What follows belongs to an exercise in optimizing a design on an open flow for small area, a short achievable clock period and few clock cycles; a production flow would make more cautious choices.
In this exercise RTL edits were held to simulation tests only and were not proved equivalent to the original.

## old
==> flow/design.v (excerpt) <==
module M1 (
   input  logic         Clock,
   input  logic         Resetn,
   input  logic         start,
   output logic         done,
   input  logic  [15:0] SRAM_read_data,
   output logic  [17:0] SRAM_address,
   output logic  [15:0] SRAM_write_data,
   output logic         SRAM_we_n
);
Size in the first run: roughly 2100 cells after synthesis, about 55 I/O pins.
==> flow/config.mk <==
export PLATFORM = sky130hd
export DESIGN_NAME = M1
export DESIGN_NICKNAME = M1
export VERILOG_FILES = /design/flow/design.v
export SDC_FILE = /design/flow/constraint.sdc
export NUM_CORES = 4
export LEC_CHECK = 0
export ABC_CLOCK_PERIOD_IN_PS = 4000
export CAP_MARGIN = 20
export CORE_MARGIN = 2
export CORE_UTILIZATION = 65
export CTS_BUF_LIST = sky130_fd_sc_hd__clkbuf_4 sky130_fd_sc_hd__clkbuf_8
export SETUP_SLACK_MARGIN = 5
export SLEW_MARGIN = 20
export SYNTH_HIERARCHICAL = 1
==> flow/constraint.sdc <==
create_clock -name core_clock -period 14.0 [get_ports {Clock}]
set_input_delay 2.8000 -clock core_clock [delete_from_list [all_inputs] [get_ports {Clock}]]
set_output_delay 2.8000 -clock core_clock [all_outputs]
set_load 0.01 [all_outputs]
standard.sh (not shown) runs the stock make flow with config.mk's settings and CLKGATE_MAP_FILE= SYNTH_SCRIPT=/design/flow/synth_recipe.tcl, a recipe that flattens the netlist after the stock synthesis.
==> flow/flow/run.sh <==
#!/bin/bash
set -euo pipefail
bash standard.sh SETUP_SLACK_MARGIN=10 finish > standard_make.log 2>&1
Testbench counts of old, summed over its fixed seeds: cycles 431,172.
Setup changes, old to new
--- a/flow/design.v
+++ b/flow/design.v
@@ -586,17 +586,14 @@
 always_comb begin
    sh = SH_NONE;
    ub_ld = 1'b0; vb_ld = 1'b0; y_ld = 1'b0; up_ld = 1'b0; vp_ld = 1'b0;
    odd_sel = 1'b1;
    if (run) begin
       case (ph)
-         3'd0: begin
-            up_ld = 1'b1;
-            if (f_neg) begin sh = SH_BUS; ub_ld = 1'b1; end    
-         end
-         3'd1: if (f_neg) sh = SH_VBL;                       
+         3'd0: up_ld = 1'b1;
+         3'd1: ;
          3'd2: begin
             if (f_last) begin                    
                sh = SH_BUS; vb_ld = 1'b1;
             end else if (f_ubus) begin
                sh = SH_BUS; ub_ld = 1'b1;
             end else if (f_uub) begin
@@ -630,12 +627,14 @@
          5'd13: sh = SH_UB;                             
          5'd14: begin sh = SH_BUS; vb_ld = 1'b1; end    
          5'd15: begin sh = SH_BUS; ub_ld = 1'b1; end    
          5'd16: sh = SH_VBL;                            
          5'd17: sh = SH_UB;                             
          5'd18: begin sh = SH_BUS; vb_ld = 1'b1; end    
+         5'd19: begin sh = SH_BUS; ub_ld = 1'b1; end    
+         5'd20: sh = SH_VBL;                            
          default: if (mc >= 7'd4) sh = SH_CLAMP;
       endcase
    end
 end
 logic [7:0] sh_in;
 always_comb begin
@@ -676,13 +675,13 @@
       we_q <= 1'b0;
       case (state)
          S_IDLE: if (start) begin
             done <= 1'b0;
             state <= S_FILL;
          end
-         S_FILL: if (mc == 7'd18) state <= S_RUN;
+         S_FILL: if (mc == 7'd20) state <= S_RUN;
          default: begin  
             if ((ph == 3'd1 || ph == 3'd2 || ph == 3'd3) && !f_neg) we_q <= 1'b1;
             if (ph == 3'd4 && f_last) begin
                if (last_row) begin
                   state <= S_IDLE;
                   done <= 1'b1;
@@ -703,20 +702,20 @@
             CP <= 13'd0;
             WP <= BASE_RGB[15:0];
             SRAM_address <= BASE_V;               
          end
       end
       S_FILL: begin
-         mc <= (mc == 7'd18) ? 7'd0 : mc + 7'd1;
+         mc <= (mc == 7'd20) ? 7'd0 : mc + 7'd1;
          case (mc[4:0])
             5'd0:  begin SRAM_address <= BASE_U + CP; CP <= CP + 13'd1; end
             5'd11: SRAM_address <= BASE_V + CP;
             5'd12: begin SRAM_address <= BASE_U + CP; CP <= CP + 13'd1; end
             5'd15: SRAM_address <= BASE_V + CP;
             5'd16: begin SRAM_address <= BASE_U + CP; CP <= CP + 13'd1; end
-            5'd18: SRAM_address <= BASE_V + CP;   
+            5'd20: SRAM_address <= BASE_V + CP;   
             default: ;
          endcase
          ph <= 3'd0;
       end
       default: begin  
          ph <= (ph == 3'd4) ? 3'd0 : ph + 3'd1;
--- outcome ---
- Compared with old, in new simple-gate share of the synthesized area increased 0.46 points; met2 track demand over resource in global routing increased 4.4 points; final cell count essentially unchanged.
- new falls short of old in clock skew.
- Number of endpoints with negative hold slack in the final report came out exactly the same in new and old.
- There was hardly any difference in netlist area before placement between old and new.
- Re global-route total usage across every layer: new is 0.49 points up on old.
- The sequential share of layout area on new is in line with that on old.
- new ends up with higher final worst slack than old does.
Testbench counts of new, summed over its fixed seeds: cycles 432,900.

## port drivers added, routing unchanged
The results above use ideal ports. As a check the final layouts listed here were re-extracted and re-timed, cells and wires unchanged.
Step 1, drivers: a clkbuf_16 drives Clock and a buf_2 each remaining input, both assumed.
Step 2 times the ports against the registers' clock, not the clock port: input delays grow and output delays shrink by t, the midpoint of the rising clock arrivals with the driver on.
Three values: ideal ports, drivers, drivers and shift; two values: the first two.
run | t (ns) | setup slack, ns | worst data-port slew with drivers (ns) | cell pins on the clock port's net
old | 0.692 | 10.023 / 9.970 / 9.422 | 0.12 | 1
new | 0.678 | 10.042 / 9.989 / 9.395 | 0.12 | 1
After both steps setup and hold are still met in every run listed. The setup slack of new, which loses most, moves by -0.053 ns with the drivers and by -0.647 ns with both steps.
